What follows belongs to an exercise in optimizing a design on an open flow for small area; a production flow would make more cautious choices.
The RTL was checked by simulation tests, not by an equivalence proof against the original design.

**flow/run.sh**
```bash
#!/bin/bash
# synth_recipe.tcl (not shown) runs the flow's synth.tcl, then flattens the netlist and writes it again
# the make line also repeats each setting of config.mk as NAME=value (left out here)
make -C /OpenROAD-flow-scripts/flow DESIGN_CONFIG=/design/flow/config.mk WORK_HOME=/design/flow/orfs CLKGATE_MAP_FILE= SYNTH_SCRIPT=/design/flow/synth_recipe.tcl finish
```
**flow/config.mk**
```make
export PLATFORM = sky130hd
export DESIGN_NAME = CORDIC_Top
export DESIGN_NICKNAME = CORDIC_Top
export VERILOG_FILES = /design/flow/design.v
export SDC_FILE = /design/flow/constraint.sdc
export NUM_CORES = 4
export LEC_CHECK = 0
export CAP_MARGIN = 20
export CORE_MARGIN = 2
export CORE_UTILIZATION = 40
export SLEW_MARGIN = 20
```
**flow/constraint.sdc**
```tcl
create_clock -name core_clock -period 10.0 [get_ports {clk}]
set_input_delay 2.0000 -clock core_clock [delete_from_list [all_inputs] [get_ports {clk}]]
set_output_delay 2.0000 -clock core_clock [all_outputs]
set_load 0.01 [all_outputs]
```
**flow/design.v**
```verilog
module CORDIC_Stage #(parameter SH = 2) (
	input s,
	input [32:0] x_in,
	output [32:0] x_out
);
	wire [31:0] lo = s ? x_in[31:0] : ~x_in[31:0];
	wire [32:0] t = {s ? x_in[32] : ~x_in[32], lo >> SH};
	wire cin = ~s & ~(|x_in[SH-1:0]);
	assign x_out = x_in + t + cin;
endmodule
module CORDIC_Top (
    input clk,
    input [31:0] target,
    output [31:0] cos_x
);
	wire s0 = target > 32'h3b58ce00;
	wire big = target > 32'hc90fdaa2;
	wire [31:0] r1w = s0 ? (32'h6e5b96a2 - target) : (target - 32'h1bfd5800);
	wire r1pos = big | (~r1w[31] & (r1w[30] | r1w[29]));
	wire r1neg = ~big & r1w[31] & ~(r1w[30] & r1w[29]);
	wire [29:0] r1c = r1pos ? 30'h1fffffff : r1neg ? 30'h20000000 : r1w[29:0];
	reg [29:0] q1_r; reg q1_s0;
	always @(posedge clk) begin q1_r <= r1c; q1_s0 <= s0; end
	wire c1_s1 = ~q1_r[29];
	wire [29:0] c1_r2 = q1_r + (c1_s1 ? 30'h301522b0 : 30'hfeadd50);
	wire c1_s2 = ~c1_r2[29];
	wire [29:0] c1_r3 = c1_r2 + (c1_s2 ? 30'h3802a910 : 30'h7fd56f0);
	wire c1_s3 = ~c1_r3[29];
	wire [29:0] c1_r4 = c1_r3 + (c1_s3 ? 30'h3c005548 : 30'h3ffaab8);
	wire c1_pos = ~c1_r4[29] & (|c1_r4[28:26]);
	wire c1_neg = c1_r4[29] & ~(&c1_r4[28:26]);
	wire [26:0] c1_r4c = c1_pos ? 27'h3ffffff : c1_neg ? 27'h4000000 : c1_r4[26:0];
	reg [26:0] q2_r; reg [3:0] q2_s;
	always @(posedge clk) begin q2_r <= c1_r4c; q2_s <= {c1_s3, c1_s2, c1_s1, q1_s0}; end
	wire c2_s4 = ~q2_r[26];
	wire [26:0] c2_r5a = q2_r + (c2_s4 ? 27'h6000aaa : 27'h1fff556);
	wire c2_wrap = ~(c2_s4 | (|q2_s));
	wire [26:0] c2_r5 = c2_wrap ? 27'h4000000 : c2_r5a;
	wire c2_s5 = ~c2_r5[26];
	wire [26:0] c2_r6 = c2_r5 + (c2_s5 ? 27'h7000155 : 27'hfffeab);
	wire c2_s6 = ~c2_r6[26];
	wire [26:0] c2_r7 = c2_r6 + (c2_s6 ? 27'h780002a : 27'h7fffd6);
	wire c2_pos = ~c2_r7[26] & (|c2_r7[25:23]);
	wire c2_neg = c2_r7[26] & ~(&c2_r7[25:23]);
	wire [23:0] c2_r7c = c2_pos ? 24'h7fffff : c2_neg ? 24'h800000 : c2_r7[23:0];
	reg [23:0] q3_r; reg [6:0] q3_s;
	always @(posedge clk) begin q3_r <= c2_r7c; q3_s <= {c2_s6, c2_s5, c2_s4, q2_s}; end
	wire c3_s7 = ~q3_r[23];
	wire [23:0] c3_r8 = q3_r + (c3_s7 ? 24'hc00005 : 24'h3ffffb);
	wire c3_s8 = ~c3_r8[23];
	wire [23:0] c3_r9 = c3_r8 + (c3_s8 ? 24'he00001 : 24'h1fffff);
	wire [7:0] c3_q9 = c3_r9[23:16];
	wire c3_s9 = ~c3_q9[7];
	wire [7:0] c3_q10 = c3_q9 + (c3_s9 ? 8'hf0 : 8'h10);
	wire c3_s10 = ~c3_q10[7];
	wire [7:0] c3_q11 = c3_q10 + (c3_s10 ? 8'hf8 : 8'h08);
	wire c3_s11 = ~c3_q11[7];
	wire [7:0] c3_q12 = c3_q11 + (c3_s11 ? 8'hfc : 8'h04);
	wire c3_s12 = ~c3_q12[7];
	wire [7:0] c3_q13 = c3_q12 + (c3_s12 ? 8'hfe : 8'h02);
	wire c3_s13 = ~c3_q13[7];
	reg [32:0] c3_x5;
	always @* begin
		case (q3_s[4:0])
			5'd0: c3_x5 = 33'h169ce5000;
			5'd1: c3_x5 = 33'h137bdc000;
			5'd2: c3_x5 = 33'h15b807000;
			5'd3: c3_x5 = 33'h11b220000;
			5'd4: c3_x5 = 33'h16509b000;
			5'd5: c3_x5 = 33'h12c4c4000;
			5'd6: c3_x5 = 33'h154d39000;
			5'd7: c3_x5 = 33'h10be00000;
			5'd8: c3_x5 = 33'h167fdb000;
			5'd9: c3_x5 = 33'h132b24000;
			5'd10: c3_x5 = 33'h158c39000;
			5'd11: c3_x5 = 33'h1143e0000;
			5'd12: c3_x5 = 33'h162ea5000;
			5'd13: c3_x5 = 33'h12683c000;
			5'd14: c3_x5 = 33'h151a87000;
			5'd15: c3_x5 = 33'h104000000;
			5'd16: c3_x5 = 33'h06909b000;
			5'd17: c3_x5 = 33'h035624000;
			5'd18: c3_x5 = 33'h05a479000;
			5'd19: c3_x5 = 33'h017de0000;
			5'd20: c3_x5 = 33'h0641e5000;
			5'd21: c3_x5 = 33'h02993c000;
			5'd22: c3_x5 = 33'h053647000;
			5'd23: c3_x5 = 33'h008200000;
			5'd24: c3_x5 = 33'h0672a5000;
			5'd25: c3_x5 = 33'h0302dc000;
			5'd26: c3_x5 = 33'h057747000;
			5'd27: c3_x5 = 33'h010c20000;
			5'd28: c3_x5 = 33'h061edb000;
			5'd29: c3_x5 = 33'h0239c4000;
			5'd30: c3_x5 = 33'h0501f9000;
			5'd31: c3_x5 = 33'h000000001;
			default: c3_x5 = 33'h0;
		endcase
	end
	wire [32:0] c3_x6, c3_x7, c3_x8;
	CORDIC_Stage #(.SH(7)) it5 (.s(q3_s[5]), .x_in(c3_x5), .x_out(c3_x6));
	CORDIC_Stage #(.SH(8)) it6 (.s(q3_s[6]), .x_in(c3_x6), .x_out(c3_x7));
	CORDIC_Stage #(.SH(9)) it7 (.s(c3_s7), .x_in(c3_x7), .x_out(c3_x8));
	reg [32:0] q4_x; reg [13:8] q4_s;
	always @(posedge clk) begin q4_x <= c3_x8; q4_s <= {c3_s13, c3_s12, c3_s11, c3_s10, c3_s9, c3_s8}; end
	wire [32:0] c4_x9, c4_x10;
	CORDIC_Stage #(.SH(10)) it8 (.s(q4_s[8]), .x_in(q4_x), .x_out(c4_x9));
	CORDIC_Stage #(.SH(11)) it9 (.s(q4_s[9]), .x_in(c4_x9), .x_out(c4_x10));
	reg [32:0] q5_x; reg [13:10] q5_s;
	always @(posedge clk) begin q5_x <= c4_x10; q5_s <= q4_s[13:10]; end
	wire [32:0] c5_x11, c5_x12;
	CORDIC_Stage #(.SH(12)) it10 (.s(q5_s[10]), .x_in(q5_x), .x_out(c5_x11));
	CORDIC_Stage #(.SH(13)) it11 (.s(q5_s[11]), .x_in(c5_x11), .x_out(c5_x12));
	reg [32:0] q6_x; reg [13:12] q6_s;
	always @(posedge clk) begin q6_x <= c5_x12; q6_s <= q5_s[13:12]; end
	wire [32:0] c6_x13, c6_x14;
	CORDIC_Stage #(.SH(14)) it12 (.s(q6_s[12]), .x_in(q6_x), .x_out(c6_x13));
	CORDIC_Stage #(.SH(15)) it13 (.s(q6_s[13]), .x_in(c6_x13), .x_out(c6_x14));
	reg [31:0] q7_x;
	always @(posedge clk) q7_x <= c6_x14[31:0];
	assign cos_x = q7_x * 32'h6DECAD8B;
endmodule
```
==> impl_metrics.ini <==
[outcome]
run_status = finished clean

[timing]
setup_viol_count_final = 0
final_period_minus_worst_setup_slack_ns = 9.60
worstMarginPinSlew_ns = 0.914
max_freq_mhz = 104
slew_violations = 0
timing.max_slew.rel_slack_pct = 38.5
timing_hold_violations_final = 0
fin_ws_ns = 0.397
final_tns_setup_ns = 0
fin_worst_hold_slack_ns = 0.324
timing.final.crit_share_pct = 96.0
timing.clock.skew_ns = 0.0505

[placement]
gp_congestion = 0.892
io_buffers = 64
hpwl_um = 80400
placed_cells = 5838
post_place_setup_slack_ns = 0.605

[worst_hold_path]
timing.hold.worst.class = reg -> reg

[finish]
area_delta_synth_final_pct = 8.95
antennaDiodeCount = 0
multiInputGateArea_mm2 = 0.0305
layout.area.seq_mm2 = 0.00493
fin_nets = 5431
layout.cells.most_common = sky130_fd_sc_hd__ha_1
post_route_cells_drive_above_1_share_pct = 3.86
layout.cells.most_common_list = sky130_fd_sc_hd__ha_1, sky130_fd_sc_hd__inv_1, sky130_fd_sc_hd__xnor2_1
layout.cells.non_filler = 5894
layout.filler_cells = 9363

[floorplanning]
floorplan.die.height_um = 311
floorplan.core_area_mm2 = 0.0933
fp_rows = 112
floorplan.die_area_mm2 = 0.0966
ioPinCount = 65
start_util_pct = 40.3
die_width_um = 311

[routing]
routed_vias = 31400
drt-initial-drc-count = 1837
detail_route.wirelength_um = 94800
route.detailed.vias_per_inst = 5.32
detail_route.wl_per_cell_um = 16.1
detail_route.drc_violations = 0
drt_pre_antenna_iters = 8
final_antenna_net_count = 0

[yosys]
dominantRegCellSynth = sky130_fd_sc_hd__dfxtp_1
yosysTopAreaCell = sky130_fd_sc_hd__ha_1
ys_ff_latch = 246
synthArstFlopShare_pct = 0
synth.yosys.warnings = 1
library_cells_used_by_synthesis = 91
post_synth_main_area_contributors = sky130_fd_sc_hd__ha_1, sky130_fd_sc_hd__dfxtp_1, sky130_fd_sc_hd__fa_1
synth_enable_flop_cells = 0
number_of_instances_in_the_synthesized_netlist = 4578
synth_largest_type_area_fraction_pct = 18.8
synth.net_count = 5393
post_synth.cell_area_avg_um2 = 8.22
seq_area_frac_synth_pct = 13.1
post_synth_instance_area_mm2 = 0.0376

[clock_tree]
clock-root-buffer = sky130_fd_sc_hd__clkbuf_16
clock_latency_ns = 0.62
htreeDepth = 1
clock_path_buffers = 3
cts_buffers = 30
numClockSinks = 246
cts.clk_slew.worst_paths_ns = 0.06
cts_tree = done
ctsHoldBuffers = 0

[setup_path]
critical_path.most_common_cell = sky130_fd_sc_hd__fa_1
timing.critical_path.max_delay_family = adder cells
arrival_time_reported_for_the_critical_path_endpoint_ns = 7.60
worstPathMaxFanout = 6
critical_path_source_type = register
worstSetupPathType = reg -> out
critical-path-max-stage-delay_ns = 0.56
critical_path_required_ns = 8.00
slowest_stage = sky130_fd_sc_hd__clkdlybuf4s50_1
cp_num_buf_inv = 5
cells_along_the_critical_path = ha_1, inv_1, fa_1, fa_1, inv_1, fa_1, fa_1, fa_1, fa_1, inv_1, fa_1, inv_1, ha_1, a21o_1, a21oi_1, nor2b_1, o21ai_0, and3b_2, a21oi_1, or3_1, a21oi_1, xnor2_1, clkdlybuf4s50_1
end_kind = output port

[global_route]
grt_max_degree = 39
number_of_antenna_violations_at_the_first_check_in_global_routing = 0
groute.usage.overall_pct = 19.4
grt_pass1_wl_um = 158000
overall_overflow_remaining_after_global_route = 0
grt_pass1_vias = 30900

[run]
maxCapViolCount = 0
## sequential cells by signal, summed over array words and instances (netlist names)
signal / count
q7_x: 32
q6_x: 32
q3_r: 24
q4_x: 32
q4_s: 6
q2_s: 4
q1_s0: 1
q2_r: 27
q6_s: 2
q5_s: 4
q3_s: 2
q1_r: 30
it5.x_in: 18
q5_x: 32
## cells in the mapped netlist, types with 35 or more instances
cell type and number:
sky130_fd_sc_hd__a31oi_1 35, sky130_fd_sc_hd__nor2_1 305, sky130_fd_sc_hd__ha_1 566, sky130_fd_sc_hd__o21bai_1 43
sky130_fd_sc_hd__dfxtp_1 246, sky130_fd_sc_hd__nand2b_1 56, sky130_fd_sc_hd__nor2b_1 61, sky130_fd_sc_hd__inv_1 494
sky130_fd_sc_hd__xor2_1 180, sky130_fd_sc_hd__fa_1 216, sky130_fd_sc_hd__nand3_1 81, sky130_fd_sc_hd__nand2_1 219
sky130_fd_sc_hd__clkbuf_1 91, sky130_fd_sc_hd__a21o_1 163, sky130_fd_sc_hd__a21oi_1 338, sky130_fd_sc_hd__and3_1 38
sky130_fd_sc_hd__o21a_1 81, sky130_fd_sc_hd__nor4_1 41, sky130_fd_sc_hd__o21ai_0 266, sky130_fd_sc_hd__nor3_1 88
sky130_fd_sc_hd__nand4_1 46, sky130_fd_sc_hd__xnor2_1 469
## routing by layer
metal  vias up  wire, µm  global-route usage, %
li1      16100         -                      -
met1     14700     45100                   26.1
met2       509     44500                   33.5
met3       106      3250                   1.99
met4         0      1960                   4.26
met5         -         0                      0
## worst register-to-register path, delay by kind of cell, from the launching register on
family / cells / cell delay, ns
compound gates: 27 / 5.94
fa+ha+maj: 3 / 1.05
buf+inv: 5 / 0.91
simple gates: 4 / 0.56
flops: 1 / 0.41
xor+xnor: 1 / 0.11
## area by class of cell
type                       instances  share of cell area, %
clock inverter                    20                  0.751
multi-input combinational       3731                   74.4
tap                             1254                   3.83
inverter                         496                   4.54
clock buffer                      36                   1.99
sequential                       246                   12.0
timing repair buffer             111                   2.45
## per-stage QoR
| stage | utilization (%) | instance area, µm² |
|---|---|---|
| 2_1_floorplan | - | 37700 |
| 5_1_grt | 43.9 | 41000 |
| 3_3_place_gp | 42.7 | 39800 |
| 4_1_cts | 43.9 | 41000 |
| 6_report | 43.9 | 41000 |
| 3_5_place_dp | 42.7 | 39800 |
## final timing paths
path	startpoint	end	slack, ns	depth (start not counted)
min reg2reg	q1_s0	q2_s[0]	0.32	0
min	q1_s0	q2_s[0]	0.32	0
max	q7_x[14]	cos_x[30]	0.40	23
max reg2reg	q2_r[26]	q3_r[2]	0.84	40
## kinds of logic after synthesis
family	Yosys count	synth area share (%)
and+or+nand+nor	1076	14.2
adders and majority gates	782	30.3
buffers and inverters	601	6.03
DFF	246	13.1
muxes	16	0.495
xor gates and xnor gates	650	15.2
AOI/OAI and AO/OA	1207	20.7
## what timing repair did
item	in CTS	in global routing
buffers inserted	0	0
resized for setup	0	18
setup endpoints to repair	0	27

afterwards: timing with drivers on the ports:
The results above use ideal ports. As a check the final layout listed here was re-extracted and re-timed, cells and wires unchanged. Step 1 assumes that a clkbuf_16 drives the clock port and a buf_2 every other input. Step 2, shift: input delay + t, output delay - t, t = (earliest + latest rising clock arrival at the registers) / 2. This alone moves slack from input paths to output paths. Three values: ideal, step 1, step 2; two values: the first two.
t (ns): 0.657
setup slack, ns: 0.397 / 0.332 / 0.838
hold slack, ns: 0.324 / 0.324 / 0.324
After both steps this run still meets setup and hold. The setup slack of this run moves by -0.065 ns with the drivers and by +0.441 ns with both steps.
